Context: an optimization exercise on an open-source flow, tuned for small area and a short achievable clock period. The choices shown serve that exercise and are no tape-out recipe. The RTL was checked by simulation tests, not by an equivalence proof against the original design.

==> flow/design.v, too long to show whole: its modules and the start of the top module <==
// module clktrans: 38 lines
// module differpd: 32 lines
// module monostable: 39 lines
// module controldivfreq: 34 lines
// module syncout: 42 lines
// module BitSync: 52 lines
// module qpsk_demod: 2932 lines
// module fa1: 4 lines
// module ha1: 4 lines
module qpsk_demod (
    input         clk,
    input         rst,
    input  [15:0] in_i,
    input  [15:0] in_q,
    output [15:0] i_sync,
    output [15:0] q_sync,
    output        bit_sync,
    output [31:0] sym_iq
);
  // ...
==> flow/flow/run.sh <==
#!/bin/bash
set -euo pipefail
bash standard.sh SETUP_SLACK_MARGIN=5.3 finish > flow_standard.log 2>&1
==> flow/standard.sh <==
#!/bin/bash
# synth_recipe.tcl (not shown) runs the flow's synth.tcl, then flattens the netlist and writes it again
# the make line also repeats each setting of config.mk as NAME=value (left out here)
make -C /OpenROAD-flow-scripts/flow DESIGN_CONFIG=/design/flow/config.mk WORK_HOME=/design/flow/orfs CLKGATE_MAP_FILE= SYNTH_SCRIPT=/design/flow/synth_recipe.tcl "${@:-finish}"
==> flow/config.mk <==
export PLATFORM = sky130hd
export DESIGN_NAME = qpsk_demod
export DESIGN_NICKNAME = qpsk_demod
export VERILOG_FILES = /design/flow/design.v
export SDC_FILE = /design/flow/constraint.sdc
export NUM_CORES = 4
export LEC_CHECK = 0
export CAP_MARGIN = 20
export CORE_MARGIN = 2
export CORE_UTILIZATION = 50
export CTS_CLUSTER_DIAMETER = 100
export CTS_CLUSTER_SIZE = 25
export SETUP_SLACK_MARGIN = 5
export SLEW_MARGIN = 20
export SYNTH_HIERARCHICAL = 1
export SYNTH_MEMORY_MAX_BITS = 65536
==> flow/constraint.sdc <==
create_clock -name core_clock -period 8.5 [get_ports {clk}]
set_input_delay 1.7000 -clock core_clock [delete_from_list [all_inputs] [get_ports {clk}]]
set_output_delay 1.7000 -clock core_clock [all_outputs]
set_load 0.01 [all_outputs]
==> qor.yml, run 1 <==
run_status:
  outcome: "finished clean"
detailed_routing:
  drtIter0Drc: 4495
  wl_um: 179000
  drcViolationCount: 0
  viasPerCell: 5.77
final_layout:
  multi_input_area_share_pct: 41.0
  flops_and_latches: 1739
  register_area_um2: 35900
  fillers: 11500
  final_cell_area_um2: 74200
  finalCoreUtilization_pct: 54.9
  nNetsFinal: 6183
  layout_common_cells: "1507 x dfxtp_1, 617 x xnor2_1, 484 x a22oi_1"
worst_setup_path:
  worstSetupStartpointType: "flop"
  r2r_slack_ps: 5300
  r2r_end: "im_r1649_q"
  critPathMaxStageDelay_ps: 360
  cp_cell_sequence: "buf_8 > clkbuf_2"
  worstRegToRegCells: 7
  cp.depth: 2
  crit_path_start: "im_o[15]"
  crit_family: "buffers and inverters"
logic_synthesis:
  syn-cell-area_um2: 67900
hold_path:
  hp-start: "dl[136]"
timing:
  period_needed_ps: 3210
  fin_skew_ps: 62.6
global_routing:
  grt.busiest_layer: "met2"
  overflow: 0
  grtUsageTotal_pct: 25.2
clocking:
  htree_levels: 3
  cts_tree: "yes"
  clock_latency_ps: 760
die:
  num_rows: 135
placed_design:
  dp.cells: 7076
  port_buffers: 98
==> run 2, diff against run 1 <==
--- a/flow/design.v
+++ b/flow/design.v
@@ -247,31 +247,29 @@
 );
   reg [6:0] cnt;
   always @(posedge clk or posedge rst)
     if (rst) cnt <= 7'd0;
     else if (!cnt[6]) cnt <= cnt + 7'd1;
   wire run7  = cnt[6] | (|cnt[5:3]) | (&cnt[2:0]);
   wire run64 = cnt[6];
   reg  [15:0] re_o, im_o;             
-  wire        si = re_o[15], sq = im_o[15];
-  wire [15:0] pa = im_o ^ {16{si}};
-  wire [15:0] pb = ~(re_o ^ {16{sq}});
-  wire [16:0] pds = {pa[15], pa} + {pb[15], pb} + {15'd0, si} + {15'd0, ~sq};
-  wire        ovp = si & (im_o == 16'h8000);
-  wire        ovm = sq & (re_o == 16'h8000);
-  reg  [16:0] pdg;
-  always @(posedge clk) pdg <= {pds[16] ^ ovp ^ ovm, pds[15:0]};
+  reg  [15:0] plus, minus;
+  always @(posedge clk) begin
+    plus  <= re_o[15] ? (16'd0 - im_o) : im_o;
+    minus <= im_o[15] ? (16'd0 - re_o) : re_o;
+  end
+  wire [16:0] pd = {plus[15], plus} - {minus[15], minus};
   reg  [17*64-1:0] dl;
-  always @(posedge clk) dl <= {dl[17*63-1:0], pdg};
+  always @(posedge clk) dl <= {dl[17*63-1:0], pd};
   wire [16:0] old = run64 ? dl[17*64-1:17*63] : 17'd0;
   reg  [17:0] x;
   always @(posedge clk or posedge rst)
     if (rst) x <= 18'd0;
-    else     x <= {pdg[16], pdg} - {old[16], old};
+    else     x <= {plus[15], plus[15], plus} - {minus[15], minus[15], minus} - {old[16], old};
   reg  [22:0] sum;
   always @(posedge clk or posedge rst)
     if (rst) sum <= 23'd0;
     else     sum <= sum + {{5{x[17]}}, x};
   reg  [25:0] acc;
   always @(posedge clk or posedge rst)
     if (rst) acc <= 26'd0;
     else     acc <= acc - {{3{sum[22]}}, sum};
==> flow/flow/run.sh (replaced) <==
#!/bin/bash
set -euo pipefail
bash standard.sh SETUP_SLACK_MARGIN=5.4 finish > flow_standard.log 2>&1
==> run 2 against run 1 <==
- highest routed layer is now met5
- still clean
- largest cell class unchanged
- flip-flop and latch count grew 15
- final area is 3.7% higher
- setup slack improved by 97 ps
- first-iteration DRC count down 2.1%
- critical endpoint is now re_r735_q
- area after synthesis up 1.3%
- maximum frequency up 3.1%
- critical path depth rose by 5
==> qor.yml, run 2 <==
die:
  dieArea_um2: 141000  # was 139000 um^2
  io_pins: 99  # unchanged
  initial_core_util_pct: 50.2  # about the same
  num_rows: 136  # was 135
  die_h_um: 375  # was 372 um
  die_w_um: 375  # was 372 um
  core-area_um2: 137000  # was 135000 um^2
clocking:
  clock_latency_ps: 750  # was 760 ps
  cts_tree: "yes"  # unchanged
  cts_buffers: 84  # was 82
  clockBufferDepth: 3  # unchanged
  cts_root_buf: "clkbuf_16"  # unchanged
  clkTransAtPathRegs_ps: 90  # was 100 ps
  cts_sinks: 1754  # was 1739
  ctsHoldBuffers: 0  # unchanged
  htree_levels: 3  # unchanged
worst_setup_path:
  path_common_cell: "fa_1"
  cp_cell_sequence: "buf_16 > a22oi_1 > xnor2_1 > fa_1 > fa_1 > fa_1 > fa_1"  # was buf_8 > clkbuf_2
  critPathSlowestCell: "dfxtp_4"  # was dfrtp_1
  worstRegToRegCells: 7  # unchanged
  cp_max_fo: 17  # was 21
  end_kind: "flop"  # was output port
  crit_type: "reg -> reg"  # was reg -> out
  crit_family: "adder cells"  # was buffers and inverters
  arrival_ps: 3710  # was 1510 ps
  cp_data_required_time_ps: 9090  # was 6800 ps
  critPathMaxStageDelay_ps: 580  # was 360 ps
  cp.depth: 7  # was 2
  worstSetupStartpointType: "flop"  # unchanged
  path_buf_inv: 1  # was 2
final_layout:
  final_cell_area_um2: 77000  # was 74200 um^2
  layout_common_cells: "1513 x dfxtp_1, 620 x xnor2_1, 483 x a22oi_1"  # was 1507 x dfxtp_1, 617 x xnor2_1, 484 x a22oi_1
  final_common_cell: "dfxtp_1"  # unchanged
  nNetsFinal: 6431  # was 6183
  layoutNonFillerInstCount: 7524  # was 7267
  top_register: "dl"  # unchanged
  fillers: 11500  # about the same
  largest_register_ffs: 1088  # unchanged
  top_regs: "dl (1088), iq_out_bitsync (32), acc (26)"  # unchanged
  final_layout_size_suffix_gt1_share_pct: 11.1  # was 8.26%
  finalCoreUtilization_pct: 56.2  # was 54.9%
  area_growth_pct: 11.9  # was 9.35%
placed_design:
  port_buffers: 98  # unchanged
  gp_congestion: 0.982  # was 0.923
  dp.cells: 7216  # was 7076
  place_area_um2: 71200  # was 70300 um^2
  hpwlAfterDp_um: 107000  # about the same
global_routing:
  grt_pass1_wl_um: 273000  # was 265000 um
  antenna_found_initial: 3  # was 5
  grtUsageMet2_pct: 38.8  # was 38.4%
  grt_max_degree: 151  # was 130
  grtUsageTotal_pct: 25.6  # was 25.2%
  grt_pass1_vias: 43400  # was 42200
  grt.busiest_layer: "met2"  # unchanged
  gr-usage-met3_pct: 5.42  # was 4.74%
  overflow: 0  # unchanged
  use_met1_pct: 34.4  # was 34.9%
timing:
  rsz0062_at_grt: "true"  # unchanged
  slew_headroom_pct: 26.7  # was 29.4%
  period_needed_ps: 3120  # was 3210 ps
  fin_skew_ps: 44.3  # was 62.6 ps
  period_share_pct: 36.7  # was 37.8%
  tightest_slew_ps: 1100  # was 1060 ps
  clock.fmax_ghz: 0.321  # was 0.311 GHz
  hold_violations: 0  # unchanged
  setup_viol: 0  # unchanged
  drv_slew: 0  # unchanged
  setup_tns_ps: 0  # unchanged
logic_synthesis:
  yosysWarnings: 252  # unchanged
  syn-cell-area_um2: 68800  # was 67900 um^2
  avgSynthCellArea_um2: 12.2  # was 12.4 um^2
  synthCells: 5622  # was 5496
hold_path:
  min_path_cells: 0  # unchanged
  hold_class: "reg -> reg"  # unchanged
run:
  cap_violations: 0  # unchanged
detailed_routing:
  drtIter0Drc: 4400  # was 4495
  wl_um: 187000  # was 179000 um
  viasPerCell: 5.80  # was 5.77
  num_vias: 43700  # was 41900
  final_antenna_net_count: 0  # unchanged
  first_pass_iters: 7  # was 8
  drcViolationCount: 0  # unchanged
  routedWlPerCell_um: 24.9  # was 24.7 um
run_status:
  outcome: "finished clean"  # unchanged
## run 2: cell types whose count changed in the layout (fill, tap and decap cells not counted), moves of 19 or more
| cell | previous run | this run |
|---|---|---|
| buf_4 | 69 | 135 |
| dfxtp_4 | 32 | 52 |
| nand2_1 | 187 | 206 |
| a21oi_1 | 179 | 208 |
| inv_1 | 93 | 131 |
| a21o_1 | 61 | 33 |
| clkbuf_16 | 84 | 105 |
| buf_12 | 15 | 67 |
| nor2_1 | 175 | 207 |
| dlygate4sd2_1 | 37 | 0 |
| buf_2 | 6 | 46 |
## run 2: layout make-up
type | instances | area [um^2] | area share, %
flip-flops and latches | 1754 | 36200 | 47.1
multi-input cells | 3355 | 30900 | 40.2
repair buffers | 360 | 4470 | 5.81
well taps | 1794 | 2240 | 2.92
clock buffers | 105 | 2220 | 2.89
inverters | 135 | 517 | 0.671
clock inverters | 19 | 368 | 0.478
diodes | 2 | 5.00 | 0.00650
## run 2: final timing paths
path	to	slack [ps]	start
max	re_r735_q	5380	ar[7]
min	dl[562]	310	dl[545]
max reg2reg	re_r735_q	5380	ar[7]
min reg2reg	dl[562]	310	dl[545]
max in group asynchronous	cnt[6]	5960	rst
min in group asynchronous	tb_bs.u7.clki	1370	rst
## run 2: per-stage QoR
step                setup WS (ps)  hold WS, ps
finish                       5380          312
global route                 5310          319
CTS                          5230          316
detailed placement           4920          312
global placement             4980          309
floorplan                    4910          310
## run 2: layer usage
layer | vias up | share of wire (%)
met5 | - | 0.025
met1 | 21400 | 41
met2 | 2424 | 43
met3 | 657 | 9.9
li1 | 19200 | -
met4 | 2 | 6.1
## run 2: repair_timing
item / CTS / global route
gates resized for setup: 410 / 129
pin swaps: 0 / 20
endpoints found under the hold margin: 0 / 0
gates cloned: 2 / 20
setup endpoints to repair: 180 / 67
setup buffers: 79 / 81
==> run 3, diff against run 2 <==
==> flow/flow/run.sh (replaced) <==
#!/bin/bash
set -euo pipefail
bash standard.sh SETUP_SLACK_MARGIN=5.3 finish > flow_standard.log 2>&1
==> run 3 against run 2 <==
- clock-buffer cell count rose by 2
- setup slack got worse by 67 ps
- flip-flop and latch count unchanged
- critical path depth stayed put
- cell count fell by 1.4%
- critical path type unchanged
- largest cell class unchanged
- synthesized cell count stayed put
- still clean
==> qor.yml, run 3 <==
run_status:
  outcome: "finished clean"  # unchanged
logic_synthesis:
  synthCells: 5622  # unchanged
  yosysWarnings: 252  # unchanged
  avgSynthCellArea_um2: 12.2  # unchanged
  syn-cell-area_um2: 68800  # unchanged
timing:
  slew_headroom_pct: 32.4  # was 26.7%
  tightest_slew_ps: 1010  # was 1100 ps
  drv_slew: 0  # unchanged
  setup_tns_ps: 0  # unchanged
  period_needed_ps: 3180  # was 3120 ps
  hold_violations: 0  # unchanged
  rsz0062_at_grt: "true"  # unchanged
  setup_viol: 0  # unchanged
  fin_skew_ps: 40.5  # was 44.3 ps
  clock.fmax_ghz: 0.314  # was 0.321 GHz
  holdWs_ps: 317  # was 312 ps
  period_share_pct: 37.4  # was 36.7%
placed_design:
  place_area_um2: 71200  # about the same
  port_buffers: 98  # unchanged
  dp.cells: 7215  # was 7216
  gp_congestion: 0.948  # was 0.982
  hpwlAfterDp_um: 108000  # was 107000 um
die:
  die_h_um: 375  # unchanged
  initial_core_util_pct: 50.2  # unchanged
  dieArea_um2: 141000  # unchanged
  core-area_um2: 137000  # unchanged
  die_w_um: 375  # unchanged
  num_rows: 136  # unchanged
  io_pins: 99  # unchanged
run:
  cap_violations: 0  # unchanged
detailed_routing:
  routedWlPerCell_um: 24.6  # was 24.9 um
  final_antenna_net_count: 0  # unchanged
  drcViolationCount: 0  # unchanged
  first_pass_iters: 7  # unchanged
  viasPerCell: 5.79  # was 5.80
  drtIter0Drc: 4390  # was 4400
  wl_um: 182000  # was 187000 um
  num_vias: 43000  # was 43700
worst_setup_path:
  timing.rr.start: "ai[7]"  # was ar[7]
  r2r_slack_ps: 5320  # was 5380 ps
  worstRegToRegCells: 7  # unchanged
  arrival_ps: 3810  # was 3710 ps
  cp_data_required_time_ps: 9130  # was 9090 ps
  cp_max_fo: 32  # was 17
  crit_type: "reg -> reg"  # unchanged
  worstSetupStartpointType: "flop"  # unchanged
  end_kind: "flop"  # unchanged
  r2r_end: "re_r748_q"  # was re_r735_q
global_routing:
  grt_max_degree: 151  # unchanged
  grt_pass1_wl_um: 272000  # was 273000 um
  grtUsageTotal_pct: 25.3  # was 25.6%
  grt_pass1_vias: 43600  # was 43400
  antenna_found_initial: 4  # was 3
  overflow: 0  # unchanged
hold_path:
  hp-start: "dl[947]"  # was dl[545]
  hold_class: "reg -> reg"  # unchanged
  min_path_cells: 0  # unchanged
  holdPathEnd: "dl[964]"  # was dl[562]
clocking:
  cts_root_buf: "clkbuf_16"  # unchanged
  cts_tree: "yes"  # unchanged
  clockBufferDepth: 3  # unchanged
  ctsHoldBuffers: 0  # unchanged
  clock_latency_ps: 760  # was 750 ps
  cts_sinks: 1754  # unchanged
  htree_levels: 3  # unchanged
  clkTransAtPathRegs_ps: 100  # was 90 ps
  cts_buffers: 84  # unchanged
final_layout:
  area_growth_pct: 9.59  # was 11.9%
  nNetsFinal: 6330  # was 6431
  layoutNonFillerInstCount: 7420  # was 7524
  top_regs: "dl (1088), iq_out_bitsync (32), acc (26)"  # unchanged
  diodes: 0  # was 2
  final_cell_area_um2: 75400  # was 77000 um^2
  final_layout_size_suffix_gt1_share_pct: 8.50  # was 11.1%
  final_common_cell: "dfxtp_1"  # unchanged
  layout_common_cells: "1522 x dfxtp_1, 620 x xnor2_1, 488 x fa_1"  # was 1513 x dfxtp_1, 620 x xnor2_1, 483 x a22oi_1
  top_register: "dl"  # unchanged
  fillers: 11600  # was 11500
  largest_register_ffs: 1088  # unchanged
[run 3: final cells by class]
type	instances	area [um^2]	area share [%]
clock inverters	16	348	0.461
multi-input cells	3355	30900	41.0
inverters	135	517	0.685
flip-flops and latches	1754	36200	48.0
repair buffers	259	2970	3.94
well taps	1794	2240	2.98
clock buffers	107	2220	2.94
[run 3: critical path, cell delays in order (launching register included)]
cell and delay [ps]:
dfxtp_1 360, buf_8 310, a22oi_1 180, xnor2_1 180, fa_1 480, fa_1 510, fa_1 550, fa_1 420
[run 3: through the flow]
stage                     utilization, %  worst slack (ps)
after floorplan                        -              4910
after global placement              52.0              4890
after detailed placement            52.0              4910
after CTS                           54.5              5220
after global routing                55.0              5260
final                               55.0              5320
[run 3: timing repair]
action | in CTS | in global routing
setup buffers | 49 | 32
cloned | 1 | 0
gates resized for setup | 247 | 75
setup endpoints to repair | 165 | 45
[run 3: per-layer routing]
| metal | vias up | GRT usage, % | wire length (um) |
|---|---|---|---|
| li1 | 18900 | - | - |
| met1 | 21300 | 34.3 | 75800 |
| met2 | 2163 | 39.1 | 80400 |
| met3 | 569 | 5.35 | 16700 |
| met4 | 0 | 11.8 | 9470 |
| met5 | - | 0 | 0 |
[run 3: worst max path at each step]
stage,from,end
floorplan,rst,a0[0]
global placement,mf[1],tc_r[8]
detailed placement,mf[1],tc_r[8]
CTS,tb_bs.u7.sync,bit_sync
global route,mf[0],ts_r[1]
finish,ai[7],re_r748_q

==> afterwards: timing with drivers on the ports <==
The results above use ideal ports. As a check the final layouts listed here were re-extracted and re-timed, cells and wires unchanged. Step 1 (the two cells are an assumption about what drives the block):
set clk [get_ports {clk}]
set_driving_cell -lib_cell sky130_fd_sc_hd__clkbuf_16 $clk
set_driving_cell -lib_cell sky130_fd_sc_hd__buf_2 [delete_from_list [all_inputs] $clk]
Step 2 adds t to the input delays and takes it off the output delays; t is the mean of the earliest and latest rising clock arrival at the registers after step 1. Input paths then give back, and output paths get back, about the clock's delay inside the block. Slacks: ideal ports / drivers / drivers and shift; pairs: ideal ports / drivers.
run	t (ns)	setup WS [ns]	worst setup path at the end
run 1	0.811	5.287 / 5.207 / 5.115	input, reset recovery
run 2	0.804	5.384 / 5.312 / 5.212	input, reset recovery
run 3	0.818	5.317 / 5.273 / 5.144	input, reset recovery
After both steps every run listed still meets setup and hold. The setup slack of run 3, which loses most, moves by -0.044 ns with the drivers and by -0.173 ns with both steps. Setup slack includes reset recovery checks.
